This design comes from an exercise in tuning for small area, a short achievable clock period and few clock cycles per item on the open sky130 flow, not from production work. The RTL was checked by simulation tests, not by an equivalence proof against the original design.

<file path="design/flow/config.mk">
export PLATFORM = sky130hd
export DESIGN_NAME = crc_generator
export DESIGN_NICKNAME = crc_generator
export VERILOG_FILES = /design/flow/design.v
export SDC_FILE = /design/flow/constraint.sdc
export NUM_CORES = 8
export LEC_CHECK = 0
export CAP_MARGIN = 20
export CORE_MARGIN = 2
export CORE_UTILIZATION = 50
export SETUP_SLACK_MARGIN = 3.0
export SLEW_MARGIN = 20
</file>
<file path="design/flow/constraint.sdc">
create_clock -name core_clock -period 5.5 [get_ports {clk}]
set_input_delay 1.1000 -clock core_clock [delete_from_list [all_inputs] [get_ports {clk}]]
set_output_delay 1.1000 -clock core_clock [all_outputs]
set_load 0.01 [all_outputs]
</file>
<file path="design/flow/design.v">
`timescale 1ns / 1ps
module crc_generator(
input clk,reset,
input s_axis_input_tvalid,
output logic s_axis_input_tready,
input [7:0]s_axis_input_tdata,
input s_axis_input_tlast,
output logic m_axis_output_tvalid,
input  m_axis_output_tready,
output logic [7:0]m_axis_output_tdata,
output logic m_axis_output_tlast
    );
logic [23:0] crc;
logic [7:0]  skid_data;
logic        skid_valid;
logic [1:0]  emit_cnt;       
logic        emit;           
wire s_fire  = s_axis_input_tvalid & s_axis_input_tready;
wire o_free  = ~m_axis_output_tvalid | m_axis_output_tready;
wire ld_crc  = emit & ~skid_valid;
wire o_load  = o_free & (skid_valid | emit | s_axis_input_tvalid);
wire skid_take = s_fire & (skid_valid | emit | ~o_free);
wire [23:0] crc_next = crc24_d8(crc, m_axis_output_tdata);
function [23:0] crc24_d8(input [23:0] c, input [7:0] d);
    integer k;
    reg [23:0] r;
    begin
        r = c;
        for (k = 7; k >= 0; k = k - 1)
            r = {r[22:0], 1'b0} ^ ((d[k] ^ r[23]) ? 24'h864CFB : 24'h0);
        crc24_d8 = r;
    end
endfunction
wire [1:0] emit_cnt_n = (s_fire & s_axis_input_tlast) ? 2'd3 :
                        (o_free & ld_crc) ? emit_cnt - 2'd1 : emit_cnt;
wire       skid_valid_n = skid_take | (skid_valid & ~o_free);
always @(posedge clk) begin
    if (reset) begin
        crc <= 24'h0;
        m_axis_output_tdata <= 8'h0;
        skid_valid <= 1'b0;
        emit_cnt <= 2'd0;
        emit <= 1'b0;
        m_axis_output_tvalid <= 1'b0;
        s_axis_input_tready <= 1'b1;
    end else begin
        if (o_load) begin
            crc <= crc_next;
            m_axis_output_tdata <= skid_valid ? skid_data :
                                   emit ? crc_next[23:16] : s_axis_input_tdata;
        end
        skid_valid <= skid_valid_n;
        emit_cnt <= emit_cnt_n;
        emit <= (emit_cnt_n != 2'd0);
        if (o_free)
            m_axis_output_tvalid <= o_load;
        s_axis_input_tready <= ~skid_valid_n & (emit_cnt_n == 2'd0);
    end
end
always @(posedge clk) begin
    if (o_load)
        m_axis_output_tlast <= ld_crc & (emit_cnt == 2'd1);
    if (skid_take)
        skid_data <= s_axis_input_tdata;
end
endmodule
</file>
<file path="design/flow/run.sh">
#!/bin/bash
# synth_recipe.tcl (not shown) runs the flow's synth.tcl, then flattens the netlist and writes it again
# the make line also repeats each setting of config.mk as NAME=value (left out here)
make -C /OpenROAD-flow-scripts/flow DESIGN_CONFIG=/design/flow/config.mk WORK_HOME=/design/flow/orfs CLKGATE_MAP_FILE= SYNTH_SCRIPT=/design/flow/synth_recipe.tcl finish
</file>
==> flow_summary.json, run 1 <==
{
  "skew_ns": 0.005163,
  "syn_inst": 250,
  "worst_setup_path_end_kind": "register",
  "route.detailed.drc": 0,
  "cts_tree": "done",
  "via_per_inst": 5.216,
  "grt_overflow": 0,
  "arrival_ns": 2.65,
  "clk_latency_ns": 0.30,
  "cp_slowest_cell": "clkdlybuf4s50_1",
  "min_from": "crc[13]$_SDFFE_PP0P_",
  "dr.pass1.iters": 4,
  "yosysTopAreaCell": "dfxtp_1",
  "synth_edf_count": 9,
  "syn2layout_area_growth_pct": 20.15,
  "root_buffer": "clkbuf_8",
  "r2r_start": "m_axis_output_tdata[5]$_SDFFE_PP0P_",
  "crit_chain": "clkdlybuf4s50_1 -> nor3_2 -> or2_4 -> buf_4 -> a221o_1 -> nand2_1 -> o21ai_0",
  "num_antenna_cells": 0,
  "cts_buffers": 5,
  "ios": 24,
  "cts.sinks": 47,
  "path_buf_inv": 2,
  "startpoint_type": "input port",
  "antenna_found_initial": 0,
  "synth_area_leaders": "dfxtp_1, edfxtp_1, xnor2_1",
  "die_w_um": 75.10,
  "hold_viol_final": 0,
  "drive_above_1_share_pct": 13.52,
  "grt_pass1_vias": 1732,
  "routed_wl_um": 5476,
  "cp_max_fo": 5,
  "hold_class": "reg2reg",
  "die-area_sq_um": 5639,
  "grt_start_max_net_pins": 43,
  "yosys.area.top_type_share_pct": 30.10,
  "rrSetupSlack_ns": 3.19,
  "holdBufCountCts": 0,
  "relSlewSlack_pct": 51.88,
  "synth-seq-cells": 47,
  "slew_violations": 0,
  "yosysSeqAreaShare_pct": 40.79,
  "avgSynthCellArea_sq_um": 10.11,
  "crit_family": "buffers and inverters",
  "timing.final.crit_share_pct": 44.66,
  "hold_path_depth": 2,
  "synth-warning-count": 1,
  "hold_ws_ns": 0.4679,
  "design_area_sq_um": 3037,
  "timing.fmax_mhz": 407.1,
  "dpl_cell_area_sq_um": 2800,
  "synth-async-reset-ratio_pct": 0,
  "critical_path_class": "in2reg",
  "period_minus_slack_ns": 2.456,
  "ys_types": 39,
  "final_nets": 294,
  "grtUsageTotal_pct": 21.42,
  "clock_path_buffers": 2,
  "dpl.hpwl_um": 3558,
  "h-tree-depth": 2,
  "vias": 1815,
  "reg2reg_to": "crc[23]$_SDFFE_PP0P_",
  "outcome": "complete, no violations",
  "rsz0062_at_grt": "false",
  "worst_pin_slew_ns": 0.7167,
  "syn_area_sq_um": 2527,
  "initial_utilization_pct": 52.81,
  "ff2ff_path_depth": 5,
  "ys.flop_type": "dfxtp_1",
  "core_area_sq_um": 4786,
  "clkSlewWorstSetupHoldPaths_ns": 0.09,
  "setup-tns-final_ns": 0,
  "slowest_delay_ns": 0.54,
  "ant_nets": 0,
  "std_cell_rows": 25,
  "holdPathEnd": "crc[13]$_SDFFE_PP0P_",
  "wl_per_cell_um": 15.74,
  "syn_nets": 264,
  "cp-startpoint": "s_axis_input_tvalid",
  "grt_first_pass_wirelength_um": 8887,
  "maxCapViolCount": 0,
  "setup_viol": 0,
  "gp_congestion": 0.7907,
  "portBuffers": 23,
  "cp_data_required_time_ns": 5.69,
  "die_h_um": 75.10,
  "postLayoutCoreUtil_pct": 63.45,
  "drt_first_iter_violations": 62
}
## metal layers
layer | global-route usage [%] | share of wire (%) | up-vias
met2 | 34.80 | 47 | 33
met5 | 0 | 0 | -
met1 | 29.97 | 49 | 852
met4 | 4.762 | 0.73 | 0
li1 | - | - | 925
met3 | 3.882 | 3.4 | 5
## metrics by stage
step | cells | worst slack, ns
finish | 348 | 3.044
detailed placement | 328 | 1.835
global route | 348 | 3.001
floorplan | 250 | 3.253
global placement | 328 | 1.905
CTS | 345 | 3.010
## area by class of cell
class	count	area [sq um]
clock inverters	2	16.27
flip-flops and latches	47	1031
fillers	414	1749
repair inverters	1	7.507
repair buffers	34	316.6
clock buffers	6	82.58
well taps	67	83.83
inverters	6	26.28
multi-input cells	185	1473
## state kept, by name, summed over array words and instances (netlist names), 2 cells and up
name / cells
crc: 24
emit_cnt: 2
m_axis_output_tdata: 8
skid_data: 8
## worst max path at each step
stage	end	slack, ns	depth (start not counted)
4_1_cts	crc[23]$_SDFFE_PP0P_	3.01	5
5_1_grt	crc[4]$_SDFFE_PP0P_	3.00	6
6_report	m_axis_output_tdata[7]$_SDFFE_PP0P_	3.04	7
3_3_place_gp	m_axis_output_tdata[6]$_SDFFE_PP0P_	1.91	7
2_1_floorplan	m_axis_output_tdata[5]$_SDFFE_PP0P_	3.25	6
3_5_place_dp	m_axis_output_tdata[6]$_SDFFE_PP0P_	1.84	7
## cell usage in the layout, fill, tap and decap left out, drive strengths merged, types with 3 or more instances in the layout
cell type and n:
nor2b 3, edfxtp 9, clkdlybuf4s50 23, clkbuf 6
buf 11, a211oi 10, nand2 29, clkinvlp 3
inv 5, nor3 4, a21o 5, xor2 14
nor2 16, a21oi 23, nand3b 7, dfxtp 38
o21ai 7, o41ai 3, xnor3 11, xnor2 32
## Yosys cell counts (3+ instances only)
master     n
nand2_1   29
nand3b_1   7
xnor2_2    3
nor2_1    16
xor2_1    12
a21o_1     5
a211oi_1  10
a21oi_1   23
buf_1      3
inv_1      6
o41ai_1    3
clkbuf_1  10
edfxtp_1   9
nor3_1     4
dfxtp_1   38
xnor3_1    8
nor2b_1    3
xnor2_1   29
o21ai_0    7
## worst register-to-register path, delay by kind of cell, from the launching register on
kind / cells / cell delay [ns]
xor+xnor: 3 / 1.17
flops: 1 / 0.46
simple gates: 2 / 0.64
## timing repair
| action | in CTS | in global routing |
|---|---|---|
| setup buffers | 7 | 3 |
| setup endpoints to repair | 26 | 12 |
| pin swaps | 1 | 1 |
| gates cloned | 2 | 0 |
| gates resized for setup | 6 | 5 |
## cell families after synthesis
logic type      after synthesis  share of synthesized area (%)
simple gates                 69                          12.87
xor+xnor                     57                          28.46
compound gates               55                          13.76
flops                        47                          40.79
buf+inv                      19                          2.822
mux                           2                         0.7921
fa+ha+maj                     1                         0.4950
Testbench counts, summed over its fixed seeds: cycles 15,304, blocks 64.
==> inputs of run 2 (changes only) <==
--- a/design/flow/config.mk
+++ b/design/flow/config.mk
@@ -5,8 +5,9 @@
 export SDC_FILE = /design/flow/constraint.sdc
 export NUM_CORES = 8
 export LEC_CHECK = 0
+export ABC_CLOCK_PERIOD_IN_PS = 2000
 export CAP_MARGIN = 20
 export CORE_MARGIN = 2
 export CORE_UTILIZATION = 50
-export SETUP_SLACK_MARGIN = 3.0
+export SETUP_SLACK_MARGIN = 3.3
 export SLEW_MARGIN = 20
==> run 2 against run 1 <==
Hold slack worse by 0.0029 ns. Die area unchanged. Utilization increased by 3.0 points. Critical path depth decreased by 2.
==> flow_summary.json, run 2 <==
{
  "outcome": "complete, no violations",
  "timing.final.crit_share_pct": 39.34,
  "ys.flop_type": "dfxtp_1",
  "hold_class": "reg2reg",
  "final_common_cell": "dfxtp_1",
  "ys_types": 39,
  "syn2layout_area_growth_pct": 25.89,
  "std_cell_rows": 25,
  "arrival_ns": 2.41,
  "routed_wl_um": 5737,
  "grt_overflow": 0,
  "drt_first_iter_violations": 93,
  "crit_chain": "clkdlybuf4s15_2 -> buf_12 -> or3_4 -> or4_1 -> nand4_1",
  "rsz0062_at_grt": "true",
  "vias": 1852,
  "crit_family": "simple AND/OR/NAND/NOR gates",
  "synth_top_family_by_area": "XOR/XNOR gates",
  "yosys.area.top_type_share_pct": 30.10,
  "cts_buffers": 5,
  "worst_pin_slew_ns": 0.5067,
  "route.detailed.drc": 0,
  "die-area_sq_um": 5639,
  "final_nets": 296,
  "h-tree-depth": 2,
  "dr.pass1.iters": 4,
  "placedCellCount": 328,
  "yosysTopAreaCell": "dfxtp_1",
  "largest_reg_flops": 24,
  "synth_area_leaders": "dfxtp_1, edfxtp_1, xnor2_1",
  "largestRegisters": "crc (24), m_axis_output_tdata (8), skid_data (8)",
  "wl_per_cell_um": 16.39,
  "drive_above_1_share_pct": 17.67,
  "cp_slowest_cell": "or3_4",
  "ant_nets": 0,
  "synth_simple_gate_area_share_pct": 12.87,
  "synth-warning-count": 1,
  "hold_path_depth": 2,
  "relSlewSlack_pct": 66.06,
  "cts_tree": "done",
  "clkSlewWorstSetupHoldPaths_ns": 0.08,
  "timing.fmax_mhz": 462.2,
  "ios": 24,
  "syn_nets": 264,
  "synth-seq-cells": 47,
  "multiInputGateArea_sq_um": 1531,
  "synth_common_cells": "dfxtp_1, nand2_1, xnor2_1",
  "hold_ws_ns": 0.4650,
  "root_buffer": "clkbuf_8",
  "clk_latency_ns": 0.30,
  "setup-tns-final_ns": 0,
  "dpl.hpwl_um": 3456,
  "maxCapViolCount": 0,
  "fillerInstances": 391,
  "die_h_um": 75.10,
  "setup_viol": 0,
  "reg2reg_to": "crc[23]$_SDFFE_PP0P_",
  "grt_first_pass_wirelength_um": 9252,
  "design_area_sq_um": 3182,
  "yosysSeqAreaShare_pct": 40.79,
  "rrSetupSlack_ns": 3.37,
  "synth_fa_ha_area_share_pct": 0.4950,
  "antenna_found_initial": 0,
  "startpoint_type": "input port",
  "yosysMostFrequentCell": "dfxtp_1",
  "layout_common_cells": "dfxtp_1, nand2_1, xnor2_1, a21oi_1, nor2_1",
  "syn_area_sq_um": 2527,
  "r2r_start": "crc[22]$_SDFFE_PP0P_",
  "grtUsageTotal_pct": 22.41,
  "avgSynthCellArea_sq_um": 10.11,
  "synth_edf_count": 9,
  "synth_xor_area_share_pct": 28.47,
  "grt_start_max_net_pins": 22,
  "holdPathEnd": "crc[13]$_SDFFE_PP0P_",
  "largest-register": "crc",
  "initial_utilization_pct": 52.81,
  "critical_path_class": "in2reg",
  "worst_setup_path_end_kind": "register",
  "cp_max_fo": 11,
  "ff_latch_area_sq_um": 1044,
  "core_area_sq_um": 4786,
  "via_per_inst": 5.291,
  "cts.sinks": 47,
  "finalNonFillerCells": 350,
  "slowest_delay_ns": 0.41,
  "grt_pass1_vias": 1801,
  "synth-async-reset-ratio_pct": 0,
  "period_minus_slack_ns": 2.164,
  "portBuffers": 23,
  "hold_viol_final": 0,
  "num_antenna_cells": 0,
  "path_buf_inv": 2,
  "clock_path_buffers": 2,
  "slew_violations": 0,
  "syn_inst": 250,
  "gp_congestion": 0.8209,
  "skew_ns": 0.008225,
  "ff2ff_path_depth": 5,
  "min_from": "crc[13]$_SDFFE_PP0P_",
  "synth_compound_area_share_pct": 13.76,
  "die_w_um": 75.10,
  "dpl_cell_area_sq_um": 2828,
  "cp_data_required_time_ns": 5.74,
  "synthMuxAreaShare_pct": 0.7921
}
[run 2: worst max-delay path by stage]
stage | end | depth (start not counted) | slack (ns) | start
floorplan | crc[23]$_SDFFE_PP0P_ | 5 | 3.30 | m_axis_output_tdata[4]$_SDFFE_PP0P_
global placement | m_axis_output_tdata[6]$_SDFFE_PP0P_ | 7 | 1.91 | s_axis_input_tvalid
detailed placement | m_axis_output_tdata[6]$_SDFFE_PP0P_ | 7 | 1.85 | s_axis_input_tvalid
CTS | crc[23]$_SDFFE_PP0P_ | 5 | 3.32 | crc[22]$_SDFFE_PP0P_
global route | m_axis_output_tdata[4]$_SDFFE_PP0P_ | 5 | 3.25 | crc[18]$_SDFFE_PP0P_
finish | crc[23]$_SDFFE_PP0P_ | 5 | 3.34 | reset
[run 2: logic make-up (layout without fill, tap and decap cells)]
| kind of cell | after synthesis | after routing |
|---|---|---|
| AOI/OAI and AO/OA | 55 | 55 |
| xor gates and xnor gates | 57 | 57 |
| adders and majority gates | 1 | 1 |
| buffers and inverters | 19 | 51 |
| DFF | 47 | 47 |
| muxes | 2 | 2 |
| and+or+nand+nor | 69 | 70 |
[run 2: per-layer routing]
layer	wire length, um	part of all wire [%]	track usage [%]	up-vias
li1	-	-	-	938
met1	2696	47	30.78	852
met2	2696	47	35.58	53
met3	223	3.9	3.882	9
met4	121	2.1	8.333	0
met5	0	0	0	-
[run 2: final cells by class]
type                    instances  share of cell area, %
inverters                       6                 0.8258
repair inverters                1                 0.2359
clock buffers                   6                  2.281
multi-input cells             185                  48.13
clock inverters                 2                  1.180
flip-flops and latches         47                  32.80
repair buffers                 36                  11.92
well taps                      67                  2.635
[run 2: timing repair]
action	in CTS	in global routing
pin swaps	4	0
buffers inserted	10	0
resized for setup	41	4
endpoints found under the setup margin	53	8
gates cloned	4	0
hold buffers	0	0
[run 2: worst min-delay path, cell delays in order, from the launching register on]
cell     delay, ns
dfxtp_1       0.32
nand2_1       0.05
a21oi_1       0.05
[run 2: metrics by stage]
step	setup WS, ns	util (%)
floorplan	3.300	-
global placement	1.905	59.09
detailed placement	1.852	59.09
CTS	3.316	66.25
global route	3.251	66.48
finish	3.336	66.48
==> inputs of run 3 (changes only) <==
--- a/design/flow/config.mk
+++ b/design/flow/config.mk
@@ -9,5 +9,4 @@
 export CAP_MARGIN = 20
 export CORE_MARGIN = 2
 export CORE_UTILIZATION = 50
-export SETUP_SLACK_MARGIN = 3.3
 export SLEW_MARGIN = 20
==> run 3 against run 2 <==
Global-route usage down 2.4 points. Via count fell by 5.6%. Final cell count down 4.0%. Synthesized cell count stayed put. Critical path depth up 2.
==> flow_summary.json, run 3 <==
{
  "outcome": "complete, no violations",
  "holdBufCountCts": 0,
  "yosysTopAreaCell": "dfxtp_1",
  "rsz0062_at_grt": "false",
  "startpoint_type": "input port",
  "final_common_cell": "dfxtp_1",
  "synth_edf_count": 9,
  "clk_latency_ns": 0.30,
  "grt_overflow": 0,
  "portBuffers": 23,
  "relSlewSlack_pct": 34.77,
  "yosys.area.top_type_share_pct": 30.10,
  "yosysSeqAreaShare_pct": 40.79,
  "route.detailed.drc": 0,
  "synth_area_leaders": "dfxtp_1, edfxtp_1, xnor2_1",
  "final_nets": 282,
  "ys.flop_type": "dfxtp_1",
  "largestRegisters": "crc (24), m_axis_output_tdata (8), skid_data (8)",
  "grt_start_max_net_pins": 43,
  "synth-async-reset-ratio_pct": 0,
  "syn_inst": 250,
  "hold_class": "reg2reg",
  "cp_data_required_time_ns": 5.74,
  "setup_viol": 0,
  "cp_max_fo": 33,
  "clock_path_buffers": 2,
  "arrival_ns": 3.57,
  "gp_congestion": 0.7907,
  "cts_buffers": 5,
  "root_buffer": "clkbuf_8",
  "std_cell_rows": 25,
  "timing.final.crit_share_pct": 60.53,
  "fillerInstances": 426,
  "syn_nets": 264,
  "die_w_um": 75.10,
  "worst_pin_slew_ns": 0.9774,
  "multiInputGateArea_sq_um": 1425,
  "syn_area_sq_um": 2527,
  "grt_first_pass_wirelength_um": 8335,
  "crit_chain": "clkdlybuf4s50_1 -> nor3_1 -> or2_2 -> inv_1 -> o21ai_0 -> a21o_1 -> a21oi_1",
  "num_antenna_cells": 0,
  "ios": 24,
  "syn2layout_area_growth_pct": 14.70,
  "clkSlewWorstSetupHoldPaths_ns": 0.09,
  "ys_types": 39,
  "hold_viol_final": 0,
  "finalNonFillerCells": 336,
  "design_area_sq_um": 2899,
  "vias": 1749,
  "synth-warning-count": 1,
  "synth-seq-cells": 47,
  "wl_per_cell_um": 15.14,
  "die-area_sq_um": 5639,
  "layout_common_cells": "dfxtp_1, nand2_1, xnor2_1, a21oi_1, clkdlybuf4s50_1",
  "maxCapViolCount": 0,
  "cts.sinks": 47,
  "cts_resized": 0,
  "grt_pass1_vias": 1623,
  "slew_violations": 0,
  "drt_first_iter_violations": 79,
  "period_minus_slack_ns": 3.329,
  "largest_reg_flops": 24,
  "cts_tree": "done",
  "dpl_cell_area_sq_um": 2800,
  "drive_above_1_share_pct": 6.691,
  "routed_wl_um": 5088,
  "h-tree-depth": 2,
  "core_area_sq_um": 4786,
  "timing.fmax_mhz": 300.4,
  "placedCellCount": 328,
  "dpl.hpwl_um": 3558,
  "worst_setup_path_end_kind": "register",
  "yosysMostFrequentCell": "dfxtp_1",
  "synth_common_cells": "dfxtp_1, nand2_1, xnor2_1",
  "grtUsageTotal_pct": 20.02,
  "antenna_found_initial": 0,
  "initial_utilization_pct": 52.81,
  "ant_nets": 0,
  "critical_path_class": "in2reg",
  "dr.pass1.iters": 4,
  "post_cts_buffers": 0,
  "via_per_inst": 5.205,
  "largest-register": "crc",
  "ff_latch_area_sq_um": 1031,
  "avgSynthCellArea_sq_um": 10.11,
  "skew_ns": 0.008869,
  "cp_slowest_cell": "inv_1",
  "slowest_delay_ns": 0.81,
  "die_h_um": 75.10,
  "setup-tns-final_ns": 0
}
run 3: cells by family after synthesis:
kind of cell | share of synthesized area [%]
muxes | 0.7921
xor gates and xnor gates | 28.46
buffers and inverters | 2.822
adders and majority gates | 0.4950
DFF | 40.79
and+or+nand+nor | 12.87
AOI/OAI and AO/OA | 13.76
run 3: cell type report:
class	instances	share of cell area, %
sequential	47	35.56
inverter	6	0.7769
clock inverter	2	0.5611
tap	67	2.892
multi-input combinational	184	49.16
timing repair buffer	24	8.200
clock buffer	6	2.849
run 3: worst paths after layout:
kind                         startpoint                                  end  slack, ns  cells past startpoint
setup reg to reg  skid_valid$_SDFF_PP0_  m_axis_output_tdata[6]$_SDFFE_PP0P_       2.83                      6
hold reg to reg    crc[13]$_SDFFE_PP0P_                 crc[13]$_SDFFE_PP0P_       0.47                      2
setup / recovery    s_axis_input_tvalid  m_axis_output_tdata[6]$_SDFFE_PP0P_       2.17                      7
hold / removal     crc[13]$_SDFFE_PP0P_                 crc[13]$_SDFFE_PP0P_       0.47                      2
run 3: metrics by stage:
stage          hold WS [ns]  util (%)  worst slack [ns]
6_report             0.4661     60.58             2.171
5_1_grt              0.4890     60.58             1.933
4_1_cts              0.4705     60.58             2.147
3_5_place_dp         0.4557     58.51             1.835
3_3_place_gp         0.4525     58.51             1.905
2_1_floorplan        0.4324         -             3.253
run 3: metal layers:
layer | GRT usage [%] | vias up | routed length, um
met2 | 30.21 | 31 | 2295
met4 | 4.762 | 0 | 40
met1 | 29.72 | 807 | 2592
li1 | - | 906 | -
met5 | 0 | - | 0
met3 | 3.882 | 5 | 160
run 3: critical path: cells and delay by family:
kind            cells  cell delay (ns)
buf+inv             2             1.33
compound gates      3             0.53
simple gates        2             0.61
==> inputs of run 4 (changes only) <==
--- a/design/flow/config.mk
+++ b/design/flow/config.mk
@@ -5,8 +5,8 @@
 export SDC_FILE = /design/flow/constraint.sdc
 export NUM_CORES = 8
 export LEC_CHECK = 0
-export ABC_CLOCK_PERIOD_IN_PS = 2000
 export CAP_MARGIN = 20
 export CORE_MARGIN = 2
 export CORE_UTILIZATION = 50
+export SETUP_SLACK_MARGIN = 3.5
 export SLEW_MARGIN = 20
==> run 4 against run 3 <==
Highest routed layer unchanged. Setup slack gained 1.3 ns. Utilization grew 10 points. Global-route usage grew 4.4 points. Synthesized cell count is the same. Non-clock buffer count grew 31. Still clean. Area after synthesis is the same. Largest cell class unchanged. Register-to-register slack gained 0.67 ns. Sequential share of layout area shrank 4.0 points.
==> flow_summary.json, run 4 <==
{
  "period_minus_slack_ns": 2.024,
  "std_cell_rows": 25,
  "die_w_um": 75.10,
  "holdPathEnd": "crc[13]$_SDFFE_PP0P_",
  "outcome": "complete, no violations",
  "startpoint_type": "input port",
  "setup_viol": 0,
  "final_nets": 315,
  "avgSynthCellArea_sq_um": 10.11,
  "yosysTopAreaCell": "dfxtp_1",
  "synth-async-reset-ratio_pct": 0,
  "cts.sinks": 47,
  "grtUsageTotal_pct": 24.38,
  "yosysMostFrequentCell": "dfxtp_1",
  "critical_path_class": "in2reg",
  "route.detailed.drc": 0,
  "cp_max_fo": 11,
  "die_h_um": 75.10,
  "clk_latency_ns": 0.30,
  "min_from": "crc[13]$_SDFFE_PP0P_",
  "synth-warning-count": 1,
  "hold_viol_final": 0,
  "cts_tree": "done",
  "reg2reg_to": "crc[23]$_SDFFE_PP0P_",
  "synth_area_leaders": "dfxtp_1, edfxtp_1, xnor2_1",
  "skew_ns": 0.002624,
  "num_antenna_cells": 0,
  "portBuffers": 23,
  "grt_first_pass_wirelength_um": 9908,
  "slew_violations": 0,
  "synth-seq-cells": 47,
  "largest-register": "crc",
  "placedCellCount": 328,
  "synth_common_cells": "dfxtp_1, nand2_1, xnor2_1",
  "yosysSeqAreaShare_pct": 40.79,
  "synth_edf_count": 9,
  "dpl_worst_slack_ns": 2.023,
  "largestRegisters": "crc (24), m_axis_output_tdata (8), skid_data (8)",
  "vias": 1956,
  "syn_area_sq_um": 2527,
  "holdBufCountCts": 0,
  "ios": 24,
  "hold_path_depth": 2,
  "worst_setup_path_end_kind": "register",
  "dr.pass1.iters": 4,
  "hold_ws_ns": 0.4672,
  "antenna_found_initial": 0,
  "fillerInstances": 379,
  "cts_buffers": 5,
  "ff2ff_path_depth": 5,
  "syn_nets": 264,
  "h-tree-depth": 2,
  "routed_wl_um": 6398,
  "core_area_sq_um": 4786,
  "grt_pass1_vias": 1905,
  "setup-tns-final_ns": 0,
  "clock_path_buffers": 2,
  "die-area_sq_um": 5639,
  "layout_common_cells": "nand2_1, buf_4, xnor2_1, dfxtp_1, a21oi_1",
  "clkSlewWorstSetupHoldPaths_ns": 0.09,
  "ys.flop_type": "dfxtp_1",
  "dpl.hpwl_um": 3615,
  "ys_types": 39,
  "root_buffer": "clkbuf_8",
  "finalNonFillerCells": 369,
  "yosys.area.top_type_share_pct": 30.10,
  "rrSetupSlack_ns": 3.50,
  "syn_inst": 250,
  "r2r_start": "m_axis_output_tdata[5]$_SDFFE_PP0P_",
  "initial_utilization_pct": 52.81,
  "setup_slack_ns": 3.476,
  "ant_nets": 0,
  "syn2layout_area_growth_pct": 33.96,
  "arrival_ns": 2.27,
  "rsz0062_at_grt": "true",
  "drt_first_iter_violations": 165,
  "final_common_cell": "nand2_1",
  "gp_congestion": 0.8073,
  "maxCapViolCount": 0,
  "worst_pin_slew_ns": 0.4998,
  "cp_data_required_time_ns": 5.74,
  "largest_reg_flops": 24,
  "grt_overflow": 0,
  "grt_start_max_net_pins": 22,
  "timing.fmax_mhz": 494.1,
  "hold_class": "reg2reg",
  "relSlewSlack_pct": 66.42,
  "via_per_inst": 5.301,
  "drive_above_1_share_pct": 31.46,
  "wl_per_cell_um": 17.34,
  "timing.final.crit_share_pct": 36.80
}
-- run 4: cell counts after synthesis --
No cell type changed its count.
-- run 4: metrics by stage --
step	cell area (sq um)	utilization [%]
floorplan	2633	-
global placement	2867	59.90
detailed placement	2867	59.90
CTS	3238	67.66
global route	3386	70.75
finish	3386	70.75
-- run 4: worst max path at each step --
stage / startpoint / slack, ns / end / cells past startpoint
after global routing: crc[22]$_SDFFE_PP0P_ / 3.43 / crc[23]$_SDFFE_PP0P_ / 5
after global placement: s_axis_input_tvalid / 2.07 / m_axis_output_tdata[6]$_SDFFE_PP0P_ / 7
after CTS: crc[22]$_SDFFE_PP0P_ / 3.42 / crc[23]$_SDFFE_PP0P_ / 5
after floorplan: m_axis_output_tdata[4]$_SDFFE_PP0P_ / 3.37 / crc[23]$_SDFFE_PP0P_ / 5
after detailed placement: s_axis_input_tvalid / 2.02 / m_axis_output_tdata[6]$_SDFFE_PP0P_ / 7
final: reset / 3.48 / crc[23]$_SDFFE_PP0P_ / 5
-- run 4: area by class of cell --
class | instances | area, sq um | share of cell area, %
timing repair inverter | 1 | 7.507 | 0.2217
tap | 67 | 83.83 | 2.476
multi-input combinational | 185 | 1639 | 48.41
inverter | 6 | 26.28 | 0.7761
clock inverter | 2 | 17.52 | 0.5174
sequential | 47 | 1069 | 31.56
timing repair buffer | 55 | 470.5 | 13.90
clock buffer | 6 | 72.57 | 2.143
-- run 4: repair_timing --
| item | CTS | global route |
|---|---|---|
| gates resized for setup | 90 | 12 |
| cloned | 4 | 0 |
| pin swaps | 8 | 16 |
| endpoints found under the setup margin | 57 | 23 |
| buffers inserted | 14 | 15 |
-- run 4: per-layer routing --
metal / vias up / global-route usage [%] / share of wire (%)
met3: 9 / 3.882 / 2.8
li1: 974 / - / -
met4: 0 / 8.532 / 2.0
met2: 41 / 41.13 / 51
met5: - / 0 / 0
met1: 932 / 31.85 / 44
-- run 4: worst max-delay path, stage by stage --
cell and delay, ns:
buf_2 0.14, buf_12 0.14, or3_4 0.39, or4_4 0.41, nand4_1 0.08
-- run 4: cell families after synthesis --
kind of cell               after synthesis  synth area share, %
and+or+nand+nor                         69                12.87
xor gates and xnor gates                57                28.46
AOI/OAI and AO/OA                       55                13.76
DFF                                     47                40.79
buffers and inverters                   19                2.822
muxes                                    2               0.7921
adders and majority gates                1               0.4950
==> inputs of run 5 (changes only) <==
--- a/design/flow/config.mk
+++ b/design/flow/config.mk
@@ -8,5 +8,5 @@
 export CAP_MARGIN = 20
 export CORE_MARGIN = 2
 export CORE_UTILIZATION = 50
-export SETUP_SLACK_MARGIN = 3.5
+export SETUP_SLACK_MARGIN = 3.7
 export SLEW_MARGIN = 20
==> run 5 against run 4 <==
Still clean on timing, DRC and antenna. Sequential cell count unchanged. Final area grew 20%. Via count rose by 13%. Sequential share of layout area decreased by 5.1 points. Critical path depth down 3. Final cell count rose by 4.3%. Highest routed layer unchanged.
==> flow_summary.json, run 5 <==
{
  "outcome": "complete, no violations",
  "timing.fmax_mhz": 492.1,
  "worst_setup_path_end_kind": "primary output",
  "startpoint_type": "register",
  "ys_types": 39,
  "design_area_sq_um": 4050,
  "die_h_um": 75.10,
  "worst_pin_slew_ns": 0.5476,
  "cp_data_required_time_ns": 4.40,
  "arrival_ns": 0.93,
  "vias": 2207,
  "syn2layout_area_growth_pct": 60.25,
  "grt_pass1_vias": 2175,
  "cp_slowest_cell": "dfxtp_4",
  "antenna_found_initial": 0,
  "dpl_cell_area_sq_um": 2924,
  "slowest_delay_ns": 0.37,
  "dpl.hpwl_um": 3609,
  "fillerInstances": 239,
  "synth_common_cells": "dfxtp_1, nand2_1, xnor2_1",
  "cts_tree": "done",
  "skew_ns": 0.01029,
  "initial_utilization_pct": 52.81,
  "die-area_sq_um": 5639,
  "slew_violations": 0,
  "dpl_worst_slack_ns": 2.539,
  "grt_start_max_net_pins": 22,
  "grt_overflow": 0,
  "ant_nets": 0,
  "yosysMostFrequentCell": "dfxtp_1",
  "final_common_cell": "buf_4",
  "avgSynthCellArea_sq_um": 10.11,
  "gp_congestion": 0.7620,
  "cp_max_fo": 2,
  "relSlewSlack_pct": 63.44,
  "dr_wl_met2_um": 4244,
  "yosysSeqAreaShare_pct": 40.79,
  "wl_met1_um": 3323,
  "finalNonFillerCells": 385,
  "rsz0062_at_grt": "true",
  "synth_area_leaders": "dfxtp_1, edfxtp_1, xnor2_1",
  "route.detailed.drc": 0,
  "hold_viol_final": 0,
  "setup_viol": 0,
  "grtUsageTotal_pct": 27.00,
  "clkSlewWorstSetupHoldPaths_ns": 0.09,
  "dr.max_layer_used": "met4",
  "root_buffer": "clkbuf_8",
  "largest-register": "crc",
  "yosys.area.top_type_share_pct": 30.10,
  "h-tree-depth": 2,
  "portBuffers": 23,
  "placedCellCount": 328,
  "critical_path_class": "reg2out",
  "synth-warning-count": 1,
  "maxCapViolCount": 0,
  "largest_reg_flops": 24,
  "timing.final.crit_share_pct": 36.95,
  "routed_wl_um": 8384,
  "grt_first_pass_wirelength_um": 11080,
  "holdBufCountCts": 0,
  "yosysTopAreaCell": "dfxtp_1",
  "syn_nets": 264,
  "num_antenna_cells": 0,
  "core_area_sq_um": 4786,
  "cts.sinks": 47,
  "synth-seq-cells": 47,
  "largestRegisters": "crc (24), m_axis_output_tdata (8), skid_data (8)",
  "cts_buffers": 5,
  "clk_latency_ns": 0.31,
  "via_per_inst": 5.732,
  "layout_common_cells": "buf_4, dfxtp_1, nand2_1, buf_6, xnor2_1",
  "wl_per_cell_um": 21.78,
  "setup-tns-final_ns": 0,
  "synth-async-reset-ratio_pct": 0,
  "clock_path_buffers": 2,
  "syn_area_sq_um": 2527,
  "syn_inst": 250,
  "drive_above_1_share_pct": 51.57,
  "period_minus_slack_ns": 2.032,
  "synth_edf_count": 9,
  "final_nets": 331,
  "crit_chain": "buf_4 -> buf_6",
  "ys.flop_type": "dfxtp_1",
  "drt_first_iter_violations": 124,
  "std_cell_rows": 25,
  "hold_ws_ns": 0.5026,
  "dr.pass1.iters": 4,
  "hold_class": "reg2reg",
  "ios": 24,
  "wl_met3_um": 482,
  "setup_slack_ns": 3.468,
  "die_w_um": 75.10
}
-- run 5: cell counts after synthesis --
No cell type changed its count.
-- run 5: metal layers --
layer | GRT usage (%) | vias to the layer above
met5 | 0 | -
met4 | 10.32 | 0
met3 | 4.552 | 32
met2 | 45.71 | 83
met1 | 34.58 | 1081
li1 | - | 1011
-- run 5: timing repair --
item,4_1_cts,5_1_grt
gates resized for setup,168,30
cloned,7,1
pin swaps,28,16
buffers inserted,30,11
setup endpoints to repair,58,45
-- run 5: worst max-delay path, delay by kind of cell (launching register included) --
family,cells,cell delay [ns]
flip-flops,1,0.37
buffers and inverters,2,0.25
-- run 5: final timing paths --
check                           cells after the start                      to  slack, ns                                 from
worst max-delay path                                2  m_axis_output_tdata[5]       3.47  m_axis_output_tdata[5]$_SDFFE_PP0P_
worst min-delay path                                2    crc[14]$_SDFFE_PP0P_       0.50                 crc[14]$_SDFFE_PP0P_
worst max register to register                      8    crc[10]$_SDFFE_PP0P_       3.48  m_axis_output_tdata[3]$_SDFFE_PP0P_
worst min register to register                      2    crc[14]$_SDFFE_PP0P_       0.50                 crc[14]$_SDFFE_PP0P_
-- run 5: through the flow --
stage | util (%)
floorplan | -
global placement | 61.10
detailed placement | 61.10
CTS | 79.19
global route | 84.63
finish | 84.63
-- run 5: cell type report --
class / instances / area (sq um) / share of cell area [%]
tap: 67 / 83.83 / 2.070
clock inverter: 2 / 12.51 / 0.3089
sequential: 47 / 1071 / 26.44
clock buffer: 6 / 72.57 / 1.792
inverter: 6 / 35.03 / 0.8650
multi-input combinational: 186 / 1989 / 49.12
timing repair buffer: 67 / 720.7 / 17.79
timing repair inverter: 4 / 65.06 / 1.606
-- run 5: kinds of logic after synthesis --
family / Yosys count / share of synthesized area (%)
simple gates: 69 / 12.87
xor+xnor: 57 / 28.46
compound gates: 55 / 13.76
flops: 47 / 40.79
buf+inv: 19 / 2.822
mux: 2 / 0.7921
fa+ha+maj: 1 / 0.4950
==> inputs of run 6 (changes only) <==
--- a/design/flow/config.mk
+++ b/design/flow/config.mk
@@ -8,5 +8,5 @@
 export CAP_MARGIN = 20
 export CORE_MARGIN = 2
 export CORE_UTILIZATION = 50
-export SETUP_SLACK_MARGIN = 3.7
+export SETUP_SLACK_MARGIN = 3.9
 export SLEW_MARGIN = 20
==> run 6 against run 5 <==
Register-to-register slack worse by 0.06 ns. Critical endpoint is now m_axis_output_tdata[1]$_SDFFE_PP0P_. Sequential share of layout area down 1.7 points. Non-clock buffer count up 9. Critical path type is now reg2reg.
==> flow_summary.json, run 6 <==
{
  "grtUsageTotal_pct": 31.90,
  "timing.fmax_mhz": 481.0,
  "yosysSeqAreaShare_pct": 40.79,
  "clkSlewWorstSetupHoldPaths_ns": 0.11,
  "grt_start_max_net_pins": 22,
  "grt_pass1_vias": 2373,
  "portBuffers": 23,
  "synth_common_cells": "dfxtp_1, nand2_1, xnor2_1",
  "avgSynthCellArea_sq_um": 10.11,
  "cp_slowest_cell": "a222oi_1",
  "syn_inst": 250,
  "core_area_sq_um": 4786,
  "cts_tree": "done",
  "std_cell_rows": 25,
  "grt_overflow": 0,
  "largest_reg_flops": 24,
  "vias": 2383,
  "outcome": "complete, no violations",
  "path_buf_inv": 3,
  "final_nets": 340,
  "yosysTopAreaCell": "dfxtp_1",
  "largest-register": "crc",
  "slew_violations": 0,
  "layout_common_cells": "buf_4, dfxtp_1, buf_6, nand2_2, a21oi_2",
  "arrival_ns": 2.27,
  "yosysMostFrequentCell": "dfxtp_1",
  "yosys.area.top_type_share_pct": 30.10,
  "slowest_delay_ns": 0.50,
  "hold_class": "reg2reg",
  "die_h_um": 75.10,
  "syn2layout_area_growth_pct": 71.93,
  "cts_buffers": 5,
  "ios": 24,
  "crit_family": "compound AO/OA/AOI/OAI gates",
  "syn_nets": 264,
  "drive_above_1_share_pct": 61.16,
  "synth_area_leaders": "dfxtp_1, edfxtp_1, xnor2_1",
  "initial_utilization_pct": 52.81,
  "die-area_sq_um": 5639,
  "setup-tns-final_ns": 0,
  "wl_met3_um": 673,
  "synth-seq-cells": 47,
  "worst_pin_slew_ns": 0.5598,
  "relSlewSlack_pct": 62.54,
  "skew_ns": 0.01583,
  "critical_path_class": "reg2reg",
  "startpoint_type": "register",
  "dpl.hpwl_um": 3590,
  "cts.sinks": 47,
  "grt_first_pass_wirelength_um": 12830,
  "via_per_inst": 6.048,
  "timing.final.crit_share_pct": 37.80,
  "clk_latency_ns": 0.32,
  "final_common_cell": "buf_4",
  "antenna_found_initial": 0,
  "hold_viol_final": 0,
  "period_minus_slack_ns": 2.079,
  "cp_max_fo": 3,
  "setup_viol": 0,
  "dr.pass1.iters": 5,
  "synth_edf_count": 9,
  "cpMostUsedCell": "buf_4",
  "ys.flop_type": "dfxtp_1",
  "worst_setup_path_end_kind": "register",
  "h-tree-depth": 2,
  "maxCapViolCount": 0,
  "ant_nets": 0,
  "dr.max_layer_used": "met4",
  "route.detailed.drc": 0,
  "num_antenna_cells": 0,
  "dr_wl_met2_um": 4848,
  "wl_met1_um": 3684,
  "largestRegisters": "crc (24), m_axis_output_tdata (8), skid_data (8)",
  "rsz0062_at_grt": "true",
  "die_w_um": 75.10,
  "synth-async-reset-ratio_pct": 0,
  "postLayoutCoreUtil_pct": 90.80,
  "clock_path_buffers": 2,
  "gp_congestion": 0.7609,
  "wl_per_cell_um": 24.38,
  "routed_wl_um": 9604,
  "cp_data_required_time_ns": 5.69,
  "drt_first_iter_violations": 289,
  "syn_area_sq_um": 2527,
  "crit_chain": "buf_12 -> xnor2_4 -> buf_4 -> buf_4 -> xnor2_2 -> xor2_1 -> a222oi_1 -> a211oi_2",
  "synth-warning-count": 1,
  "root_buffer": "clkbuf_8",
  "fillerInstances": 170,
  "ys_types": 39
}
-- run 6: worst paths after layout --
| check | startpoint | end | slack (ns) | cells after the start |
|---|---|---|---|---|
| min reg2reg | crc[13]$_SDFFE_PP0P_ | crc[13]$_SDFFE_PP0P_ | 0.49 | 2 |
| max reg2reg | m_axis_output_tdata[7]$_SDFFE_PP0P_ | m_axis_output_tdata[1]$_SDFFE_PP0P_ | 3.42 | 8 |
| max | m_axis_output_tdata[7]$_SDFFE_PP0P_ | m_axis_output_tdata[1]$_SDFFE_PP0P_ | 3.42 | 8 |
| min | crc[13]$_SDFFE_PP0P_ | crc[13]$_SDFFE_PP0P_ | 0.49 | 2 |
-- run 6: final cells by class --
cell class	count	area (sq um)	area share (%)
Timing Repair Buffer	76	853.3	19.64
Multi-Input combinational cell	187	2153	49.55
Clock inverter	3	20.02	0.4607
Timing Repair inverter	3	52.55	1.209
Tap cell	67	83.83	1.929
Inverter	6	38.79	0.8926
Clock buffer	5	68.82	1.584
Sequential cell	47	1075	24.73
-- run 6: through the flow --
| stage | setup slack (ns) | hold WS [ns] | instances | area [sq um] |
|---|---|---|---|---|
| 2_1_floorplan | 3.370 | 0.4373 | 250 | 2746 |
| 3_3_place_gp | 2.574 | 0.4643 | 328 | 2939 |
| 3_5_place_dp | 2.534 | 0.4631 | 328 | 2939 |
| 4_1_cts | 3.515 | 0.4780 | 382 | 3945 |
| 5_1_grt | 3.363 | 0.5073 | 394 | 4345 |
| 6_report | 3.421 | 0.4863 | 394 | 4345 |
-- run 6: repair_timing --
action / CTS / global route
pin swaps: 35 / 29
setup buffers: 38 / 12
gates cloned: 8 / 0
endpoints found under the setup margin: 58 / 57
gates resized for setup: 178 / 63
hold buffers: 0 / 0
-- run 6: worst register-to-register path, cell delays in order (launching register included) --
cell and delay [ns]:
dfxtp_4 0.37, buf_12 0.13, xnor2_4 0.16, buf_4 0.15, buf_4 0.14, xnor2_2 0.21
xor2_1 0.17, a222oi_1 0.50, a211oi_2 0.13
-- run 6: metal layers --
metal | vias up | GRT usage (%)
met5 | - | 0
met4 | 0 | 13.69
met3 | 49 | 6.560
met2 | 140 | 54.78
met1 | 1165 | 38.80
li1 | 1029 | -
-- run 6: logic make-up (layout without fill, tap and decap cells) --
family,after synthesis,in the layout,synth area share [%]
AO/OA/AOI/OAI,55,55,13.76
XOR/XNOR,57,57,28.46
adder cells (fa/ha/maj),1,1,0.4950
buffers and inverters,19,93,2.822
flip-flops,47,47,40.79
multiplexers,2,2,0.7921
AND/OR/NAND/NOR,69,72,12.87
==> inputs of run 7 (changes only) <==
--- a/design/flow/config.mk
+++ b/design/flow/config.mk
@@ -8,5 +8,5 @@
 export CAP_MARGIN = 20
 export CORE_MARGIN = 2
 export CORE_UTILIZATION = 50
-export SETUP_SLACK_MARGIN = 3.9
+export SETUP_SLACK_MARGIN = 4.1
 export SLEW_MARGIN = 20
==> run 7 against run 6 <==
Still clean. Area after synthesis is the same. Largest cell class unchanged. Global-route usage down 3.7 points. Final cell count is the same. Final area fell by 1.8%. Clock-buffer cell count is the same. Setup slack gained 0.018 ns. Die area unchanged. First-iteration DRC count shrank 55%.
==> flow_summary.json, run 7 <==
{
  "yosys.area.top_type_share_pct": 30.10,
  "synth_area_leaders": "dfxtp_1, edfxtp_1, xnor2_1",
  "largest_reg_flops": 24,
  "hold_ws_ns": 0.5096,
  "setup-tns-final_ns": 0,
  "dpl.hpwl_um": 3712,
  "portBuffers": 23,
  "std_cell_rows": 25,
  "antenna_found_initial": 0,
  "relSlewSlack_pct": 57.37,
  "drt_first_iter_violations": 130,
  "final_nets": 340,
  "core_area_sq_um": 4786,
  "grtUsageTotal_pct": 28.17,
  "final_common_cell": "buf_6",
  "cts.sinks": 47,
  "ios": 24,
  "die-area_sq_um": 5639,
  "die_w_um": 75.10,
  "clkSlewWorstSetupHoldPaths_ns": 0.09,
  "synth_edf_count": 9,
  "critical_path_class": "in2reg",
  "period_minus_slack_ns": 2.061,
  "synth-async-reset-ratio_pct": 0,
  "synth-warning-count": 1,
  "vias": 2299,
  "grt_first_pass_wirelength_um": 11410,
  "grt_overflow": 0,
  "maxCapViolCount": 0,
  "synth_common_cells": "dfxtp_1, nand2_1, xnor2_1",
  "largestRegisters": "crc (24), m_axis_output_tdata (8), skid_data (8)",
  "dr.pass1.iters": 4,
  "root_buffer": "clkbuf_8",
  "worst_setup_path_end_kind": "register",
  "ff2ff_path_depth": 5,
  "skew_ns": 0.004119,
  "cts_buffers": 5,
  "syn2layout_area_growth_pct": 68.91,
  "yosysSeqAreaShare_pct": 40.79,
  "arrival_ns": 2.31,
  "timing.fmax_mhz": 485.3,
  "routed_wl_um": 8926,
  "initial_utilization_pct": 52.81,
  "wl_per_cell_um": 22.65,
  "clk_latency_ns": 0.31,
  "hold_viol_final": 0,
  "ys.flop_type": "dfxtp_1",
  "worst_pin_slew_ns": 0.6372,
  "num_antenna_cells": 0,
  "route.detailed.drc": 0,
  "cp_max_fo": 3,
  "syn_nets": 264,
  "drive_above_1_share_pct": 57.80,
  "cts_tree": "done",
  "clock_path_buffers": 2,
  "yosysMostFrequentCell": "dfxtp_1",
  "yosysTopAreaCell": "dfxtp_1",
  "synth-seq-cells": 47,
  "outcome": "complete, no violations",
  "largest-register": "crc",
  "hold_class": "reg2reg",
  "grt_start_max_net_pins": 22,
  "setup_slack_ns": 3.439,
  "syn_area_sq_um": 2527,
  "startpoint_type": "input port",
  "h-tree-depth": 2,
  "ant_nets": 0,
  "cp_data_required_time_ns": 5.75,
  "gp_congestion": 0.7491,
  "setup_viol": 0,
  "grt_pass1_vias": 2122,
  "die_h_um": 75.10,
  "ys_types": 39,
  "timing.final.crit_share_pct": 37.47,
  "via_per_inst": 5.835,
  "syn_inst": 250,
  "slew_violations": 0,
  "hold_path_depth": 2,
  "dpl_worst_slack_ns": 2.529,
  "rsz0062_at_grt": "true",
  "avgSynthCellArea_sq_um": 10.11,
  "layout_common_cells": "buf_6, dfxtp_1, buf_4, nand2_1, a21oi_2"
}
==> run 7: cell families (layout without fill, tap and decap cells) <==
group                    count (synthesis)  in the layout  share of synthesized area, %
XOR/XNOR                                57             57                         28.46
AO/OA/AOI/OAI                           55             55                         13.76
buffers and inverters                   19             94                         2.822
AND/OR/NAND/NOR                         69             71                         12.87
adder cells (fa/ha/maj)                  1              1                        0.4950
flip-flops                              47             47                         40.79
multiplexers                             2              2                        0.7921
==> run 7: worst max-delay path, cell delays in order <==
cell and delay, ns:
buf_8 0.11, buf_12 0.12, buf_4 0.13, nor3_1 0.43
and3_1 0.23, mux2i_1 0.08, nand4_1 0.10
==> run 7: final cells by class <==
type | count | area (sq um)
multi-input cells | 186 | 2057
flip-flops and latches | 47 | 1079
repair buffers | 77 | 890.9
fillers | 196 | 516.7
well taps | 67 | 83.83
clock buffers | 5 | 68.82
inverters | 6 | 38.79
repair inverters | 3 | 36.28
clock inverters | 3 | 15.01
==> run 7: metrics by stage <==
stage | std cells | area (sq um) | utilization, %
2_1_floorplan | 250 | 2785 | -
3_3_place_gp | 328 | 2969 | 62.04
3_5_place_dp | 328 | 2969 | 62.04
4_1_cts | 384 | 3973 | 83.01
5_1_grt | 394 | 4269 | 89.20
6_report | 394 | 4269 | 89.20
==> run 7: worst paths after layout <==
kind / endpoint / startpoint / slack (ns)
worst max-delay path: crc[23]$_SDFFE_PP0P_ / reset / 3.44
worst min-delay path: crc[13]$_SDFFE_PP0P_ / crc[13]$_SDFFE_PP0P_ / 0.51
worst max register to register: crc[23]$_SDFFE_PP0P_ / m_axis_output_tdata[5]$_SDFFE_PP0P_ / 3.47
worst min register to register: crc[13]$_SDFFE_PP0P_ / crc[13]$_SDFFE_PP0P_ / 0.51
==> run 7: timing repair <==
item,4_1_cts,5_1_grt
hold buffers,0,0
endpoints found under the setup margin,66,59
buffers inserted,40,10
resized for setup,169,49
cloned,8,0
pin swaps,51,18
==> run 7: routing by layer <==
layer  wire length (um)  GRT usage, %
met1               3524         35.06
met2               4705         49.42
met3                452         5.221
met4                244         8.929
met5                  0             0
==> inputs of run 8 (changes only) <==
--- a/design/flow/config.mk
+++ b/design/flow/config.mk
@@ -5,8 +5,9 @@
 export SDC_FILE = /design/flow/constraint.sdc
 export NUM_CORES = 8
 export LEC_CHECK = 0
+export ABC_AREA = 1
 export CAP_MARGIN = 20
 export CORE_MARGIN = 2
 export CORE_UTILIZATION = 50
-export SETUP_SLACK_MARGIN = 4.1
+export SETUP_SLACK_MARGIN = 3.5
 export SLEW_MARGIN = 20
==> run 8 against run 7 <==
Sequential cell count did not move. Global-route usage fell by 4.4 points. Final area fell by 12%. Critical path type unchanged. Highest routed layer unchanged.
==> flow_summary.json, run 8 <==
{
  "outcome": "complete, no violations",
  "cts_tree": "done",
  "setup_viol": 0,
  "wl_per_cell_um": 15.41,
  "ant_nets": 0,
  "rsz0062_at_grt": "true",
  "grtUsageTotal_pct": 23.74,
  "vias": 2335,
  "route.detailed.drc": 0,
  "synth-async-reset-ratio_pct": 0,
  "slowest_delay_ns": 0.34,
  "timing.final.crit_share_pct": 36.25,
  "setup-tns-final_ns": 0,
  "hold_viol_final": 0,
  "routed_wl_um": 6994,
  "yosys.area.top_type_share_pct": 27.69,
  "synth_common_cells": "nand2_1, inv_1, dfxtp_1",
  "cts.sinks": 47,
  "cp_max_fo": 6,
  "h-tree-depth": 2,
  "worst_setup_path_end_kind": "register",
  "clock_path_buffers": 2,
  "final_nets": 397,
  "ys.flop_type": "dfxtp_1",
  "period_minus_slack_ns": 1.994,
  "skew_ns": 0.007663,
  "initial_utilization_pct": 52.79,
  "ys_types": 32,
  "synth_area_leaders": "dfxtp_1, edfxtp_1, xor2_1",
  "syn_nets": 337,
  "final_common_cell": "nand2_1",
  "rrSetupSlack_ns": 3.51,
  "hold_class": "reg2reg",
  "yosysSeqAreaShare_pct": 37.52,
  "drive_above_1_share_pct": 38.02,
  "cp_data_required_time_ns": 5.69,
  "holdPathEnd": "crc[1]$_SDFFE_PP0P_",
  "std_cell_rows": 26,
  "die_h_um": 78.13,
  "startpoint_type": "input port",
  "syn_area_sq_um": 2748,
  "crit_chain": "clkbuf_2 -> nor2_2 -> inv_2 -> o21ai_4 -> buf_12 -> buf_6 -> a221oi_1 -> a21oi_2",
  "dpl.hpwl_um": 4239,
  "r2r_start": "crc[23]$_SDFFE_PP0P_",
  "dr.pass1.iters": 4,
  "ios": 24,
  "synth_edf_count": 9,
  "avgSynthCellArea_sq_um": 8.507,
  "clk_latency_ns": 0.31,
  "grt_first_pass_wirelength_um": 11140,
  "critical_path_class": "in2reg",
  "holdBufCountCts": 0,
  "yosysMostFrequentCell": "nand2_1",
  "die-area_sq_um": 6104,
  "clkSlewWorstSetupHoldPaths_ns": 0.09,
  "syn_inst": 323,
  "maxCapViolCount": 0,
  "crit_family": "compound AO/OA/AOI/OAI gates",
  "grt_overflow": 0,
  "grt_pass1_vias": 2230,
  "slew_violations": 0,
  "grt_start_max_net_pins": 21,
  "antenna_found_initial": 0,
  "cp_slowest_cell": "a221oi_1",
  "layout_common_cells": "nand2_1, inv_1, buf_4, nor2_1, dfxtp_1",
  "path_buf_inv": 4,
  "cts_buffers": 5,
  "core_area_sq_um": 5205,
  "largest-register": "crc",
  "syn2layout_area_growth_pct": 36.25,
  "hold_path_depth": 2,
  "arrival_ns": 2.18,
  "worst_pin_slew_ns": 0.4829,
  "portBuffers": 23,
  "min_from": "crc[1]$_SDFFE_PP0P_",
  "num_antenna_cells": 0,
  "yosysTopAreaCell": "dfxtp_1",
  "relSlewSlack_pct": 67.58,
  "postLayoutCoreUtil_pct": 71.92,
  "reg2reg_to": "crc[17]$_SDFFE_PP0P_",
  "largest_reg_flops": 24,
  "synth-warning-count": 1,
  "via_per_inst": 5.143,
  "drt_first_iter_violations": 134,
  "root_buffer": "clkbuf_8",
  "ff2ff_path_depth": 18,
  "timing.fmax_mhz": 501.6,
  "largestRegisters": "crc (24), m_axis_output_tdata (8), skid_data (8)",
  "gp_congestion": 0.7800,
  "die_w_um": 78.13,
  "synth-seq-cells": 47
}
[run 8: changes by cell type in the layout (fill, tap and decap cells not counted), moves of 8 or more]
| cell | before | now |
|---|---|---|
| inv_1 | 5 | 34 |
| buf_6 | 30 | 3 |
| nand2_1 | 16 | 35 |
| nor2_1 | 10 | 26 |
| xor2_1 | 7 | 21 |
| o21ai_0 | 2 | 15 |
| a21oi_2 | 14 | 3 |
| xnor2_2 | 12 | 1 |
| buf_4 | 22 | 32 |
| a21oi_1 | 8 | 17 |
| clkdlybuf4s50_1 | 1 | 9 |
| dlygate4sd2_1 | 8 | 0 |
| nand2_2 | 5 | 13 |
[run 8: how the worst max path moves through the flow]
stage / start / end / slack [ns] / cells after the start
after floorplan: m_axis_output_tready / crc[15]$_SDFFE_PP0P_ / 3.50 / 7
after global placement: s_axis_input_tvalid / crc[19]$_SDFFE_PP0P_ / 2.34 / 7
final: m_axis_output_tready / m_axis_output_tdata[2]$_SDFFE_PP0P_ / 3.51 / 8
after global routing: m_axis_output_tdata[7]$_SDFFE_PP0P_ / crc[10]$_SDFFE_PP0P_ / 3.39 / 19
after CTS: m_axis_output_tdata[6]$_SDFFE_PP0P_ / crc[17]$_SDFFE_PP0P_ / 3.49 / 20
after detailed placement: s_axis_input_tvalid / crc[16]$_SDFFE_PP0P_ / 2.30 / 7
[run 8: cell families (layout without fill, tap and decap cells)]
| family | after synthesis | count (layout) | synth area share [%] |
|---|---|---|---|
| and+or+nand+nor | 113 | 113 | 26.00 |
| xor gates and xnor gates | 43 | 43 | 14.25 |
| DFF | 47 | 47 | 37.52 |
| buffers and inverters | 54 | 114 | 7.696 |
| AOI/OAI and AO/OA | 65 | 66 | 14.07 |
| adders and majority gates | 1 | 1 | 0.4553 |
[run 8: repair_timing]
item                                    4_1_cts  5_1_grt
gates resized for setup                      83       37
pin swaps                                    19       23
buffers inserted                             31        7
gates cloned                                  2        0
endpoints found under the setup margin       58       40
[run 8: layer usage]
metal,global-route usage [%],vias to the layer above,share of wire [%],wire length (um)
met5,0,-,0,0
met4,6.667,0,1.1,78
met3,4.023,8,4.0,282
met2,39.40,60,49,3411
met1,31.94,1097,46,3222
li1,-,1170,-,-
[run 8: per-stage QoR]
stage | worst slack (ns) | cell area (sq um) | std cells | hold slack (ns)
finish | 3.506 | 3744 | 454 | 0.4883
global route | 3.385 | 3744 | 454 | 0.5098
global placement | 2.339 | 3042 | 406 | 0.4685
CTS | 3.489 | 3598 | 447 | 0.4859
detailed placement | 2.301 | 3042 | 406 | 0.4711
floorplan | 3.504 | 2794 | 323 | 0.4492
[run 8: worst min-delay path, stage by stage (launching register included)]
cell and delay, ns:
dfxtp_1 0.33, nand2_1 0.06, a21oi_1 0.06
[run 8: layout make-up]
class                      instances  area (sq um)
timing repair inverter             1         11.26
inverter                          44         181.4
multi-input combinational        223          1755
clock buffer                       5         68.82
tap                               70         87.58
timing repair buffer              61         513.0
clock inverter                     3         67.56
fill                             399          1461
sequential                        47          1059
==> inputs of run 9 (changes only) <==
--- a/design/flow/config.mk
+++ b/design/flow/config.mk
@@ -9,5 +9,5 @@
 export CAP_MARGIN = 20
 export CORE_MARGIN = 2
 export CORE_UTILIZATION = 50
-export SETUP_SLACK_MARGIN = 3.5
+export SETUP_SLACK_MARGIN = 3.4
 export SLEW_MARGIN = 20
==> run 9 against run 8 <==
Final area is the same. Still clean. Via count grew 0.64%. Utilization is the same. Setup slack lost 0.072 ns.
==> flow_summary.json, run 9 <==
{
  "multiInputGateArea_sq_um": 1673,
  "path_buf_inv": 1,
  "slew_violations": 0,
  "die_h_um": 78.13,
  "route.detailed.drc": 0,
  "largest_reg_flops": 24,
  "synth-seq-cells": 47,
  "timing.final.crit_share_pct": 37.56,
  "ff_latch_area_sq_um": 1045,
  "relSlewSlack_pct": 60.35,
  "core_area_sq_um": 5205,
  "design_area_sq_um": 3744,
  "cts_buffers": 5,
  "grt_start_max_net_pins": 21,
  "hold_path_depth": 2,
  "setup-tns-final_ns": 0,
  "syn_inst": 323,
  "vias": 2350,
  "routed_wl_um": 7112,
  "yosysMostFrequentCell": "nand2_1",
  "dpl_cell_area_sq_um": 3035,
  "hold_viol_final": 0,
  "syn2layout_area_growth_pct": 36.25,
  "ys.flop_type": "dfxtp_1",
  "yosysSeqAreaShare_pct": 37.52,
  "holdPathEnd": "crc[1]$_SDFFE_PP0P_",
  "holdBufCountCts": 0,
  "final_nets": 397,
  "yosysTopAreaCell": "dfxtp_1",
  "largest-register": "crc",
  "std_cell_rows": 26,
  "yosys.area.top_type_share_pct": 27.69,
  "grt_pass1_vias": 2205,
  "grt_overflow": 0,
  "dpl_worst_slack_ns": 2.326,
  "final_common_cell": "inv_1",
  "antenna_found_initial": 0,
  "grtUsageTotal_pct": 23.95,
  "root_buffer": "clkbuf_8",
  "maxCapViolCount": 0,
  "rrSetupSlack_ns": 3.46,
  "initial_utilization_pct": 52.79,
  "die_w_um": 78.13,
  "crit_chain": "dlygate4sd2_1",
  "drive_above_1_share_pct": 35.42,
  "min_from": "crc[1]$_SDFFE_PP0P_",
  "syn_area_sq_um": 2748,
  "ant_nets": 0,
  "arrival_ns": 0.97,
  "gp_congestion": 0.8156,
  "postLayoutCoreUtil_pct": 71.92,
  "cp_slowest_cell": "dfxtp_2",
  "outcome": "complete, no violations",
  "setup_slack_ns": 3.434,
  "timing.fmax_mhz": 484.1,
  "rsz0062_at_grt": "true",
  "worst_setup_path_end_kind": "primary output",
  "num_antenna_cells": 0,
  "cts_tree": "done",
  "avgSynthCellArea_sq_um": 8.507,
  "cp_data_required_time_ns": 4.40,
  "hold_class": "reg2reg"
}
run 9: cell counts after synthesis:
Identical to the previous run, type by type.
run 9: worst max path at each step:
| stage | to | start | slack (ns) | cells past startpoint |
|---|---|---|---|---|
| 2_1_floorplan | crc[11]$_SDFFE_PP0P_ | m_axis_output_tready | 3.40 | 7 |
| 3_3_place_gp | crc[14]$_SDFFE_PP0P_ | m_axis_output_tready | 2.37 | 10 |
| 3_5_place_dp | crc[19]$_SDFFE_PP0P_ | m_axis_output_tready | 2.33 | 10 |
| 4_1_cts | m_axis_output_tlast | m_axis_output_tlast$_DFFE_PP_ | 3.40 | 1 |
| 5_1_grt | crc[10]$_SDFFE_PP0P_ | m_axis_output_tdata[6]$_SDFFE_PP0P_ | 3.34 | 19 |
| 6_report | m_axis_output_tdata[1] | m_axis_output_tdata[1]$_SDFFE_PP0P_ | 3.43 | 1 |
run 9: cells by family after synthesis:
family | count (synthesis) | synth area share [%]
AO/OA/AOI/OAI | 65 | 14.07
XOR/XNOR | 43 | 14.25
adder cells (fa/ha/maj) | 1 | 0.4553
buffers and inverters | 54 | 7.696
flip-flops | 47 | 37.52
AND/OR/NAND/NOR | 113 | 26.00
run 9: what timing repair did:
| action | in CTS | in global routing |
|---|---|---|
| cloned | 6 | 1 |
| gates resized for setup | 39 | 54 |
| pin swaps | 8 | 29 |
| setup endpoints to repair | 56 | 42 |
| buffers inserted | 12 | 20 |
run 9: cell type report:
type,count,area share (%)
repair inverters,4,1.537
clock buffers,5,1.838
well taps,70,2.340
inverters,44,5.214
clock inverters,3,0.5013
multi-input cells,222,44.69
repair buffers,59,15.98
flip-flops and latches,47,27.91
run 9: metal layers:
layer | GRT usage [%] | routed length [um] | up-vias | part of all wire (%)
met2 | 38.45 | 3488 | 52 | 49
met5 | 0 | 0 | - | 0
met4 | 7.193 | 90 | 0 | 1.3
met1 | 33.50 | 3200 | 1114 | 45
li1 | - | - | 1177 | -
met3 | 3.448 | 333 | 7 | 4.7
run 9: worst reg2reg max path, cell delays in order, from the launching register on:
cell and delay (ns):
dfxtp_1 0.34, xnor2_2 0.49, inv_1 0.27, nand3_1 0.17, nand3_2 0.12, nand3_4 0.14, nand2_8 0.10, nand2_2 0.08
nand2_2 0.05, o21ai_2 0.13, inv_1 0.05
run 9: stage by stage:
stage	hold slack, ns	std cells
after floorplan	0.4492	323
after global placement	0.4648	407
after detailed placement	0.4686	407
after CTS	0.4778	433
after global routing	0.5285	454
final	0.4985	454

[re-timing with driven ports]
No port has a modelled driver above. Below, the same layouts with a new extraction and two added sets of constraints. Step 1 assumes that a clkbuf_16 drives the clock port and a buf_2 every other input. Step 2 also shifts input and output timing later by t, the mid clock arrival at the registers, as if the neighbouring blocks saw the same clock. Slacks: ideal / step 1 / step 2; pairs: ideal / step 1.
| run | t, ns | setup WS [ns] | worst hold slack (ns) | worst slew at a driven data input, ns |
|---|---|---|---|---|
| run 1 | 0.323 | 3.044 / 3.039 / 2.723 | 0.468 / 0.468 / 0.468 | 0.03 |
| run 2 | 0.323 | 3.336 / 3.342 / 3.019 | 0.465 / 0.465 / 0.465 | 0.03 |
| run 3 | 0.322 | 2.171 / 2.173 / 1.851 | 0.466 / 0.466 / 0.466 | 0.03 |
| run 4 | 0.331 | 3.476 / 3.476 / 3.152 | 0.467 / 0.467 / 0.467 | 0.03 |
| run 5 | 0.337 | 3.468 / 3.440 / 3.144 | 0.503 / 0.503 / 0.503 | 0.05 |
| run 6 | 0.339 | 3.421 / 3.421 / 3.083 | 0.486 / 0.486 / 0.486 | 0.05 |
| run 7 | 0.328 | 3.439 / 3.414 / 3.086 | 0.510 / 0.510 / 0.510 | 0.06 |
| run 8 | 0.336 | 3.506 / 3.494 / 3.175 | 0.488 / 0.488 / 0.488 | 0.03 |
| run 9 | 0.332 | 3.434 / 3.405 / 3.137 | 0.499 / 0.499 / 0.499 | 0.03 |
After both steps setup and hold are still met in every run listed. For run 7, which loses most, drivers alone change the setup slack by -0.025 ns; drivers and shift together by -0.353 ns.
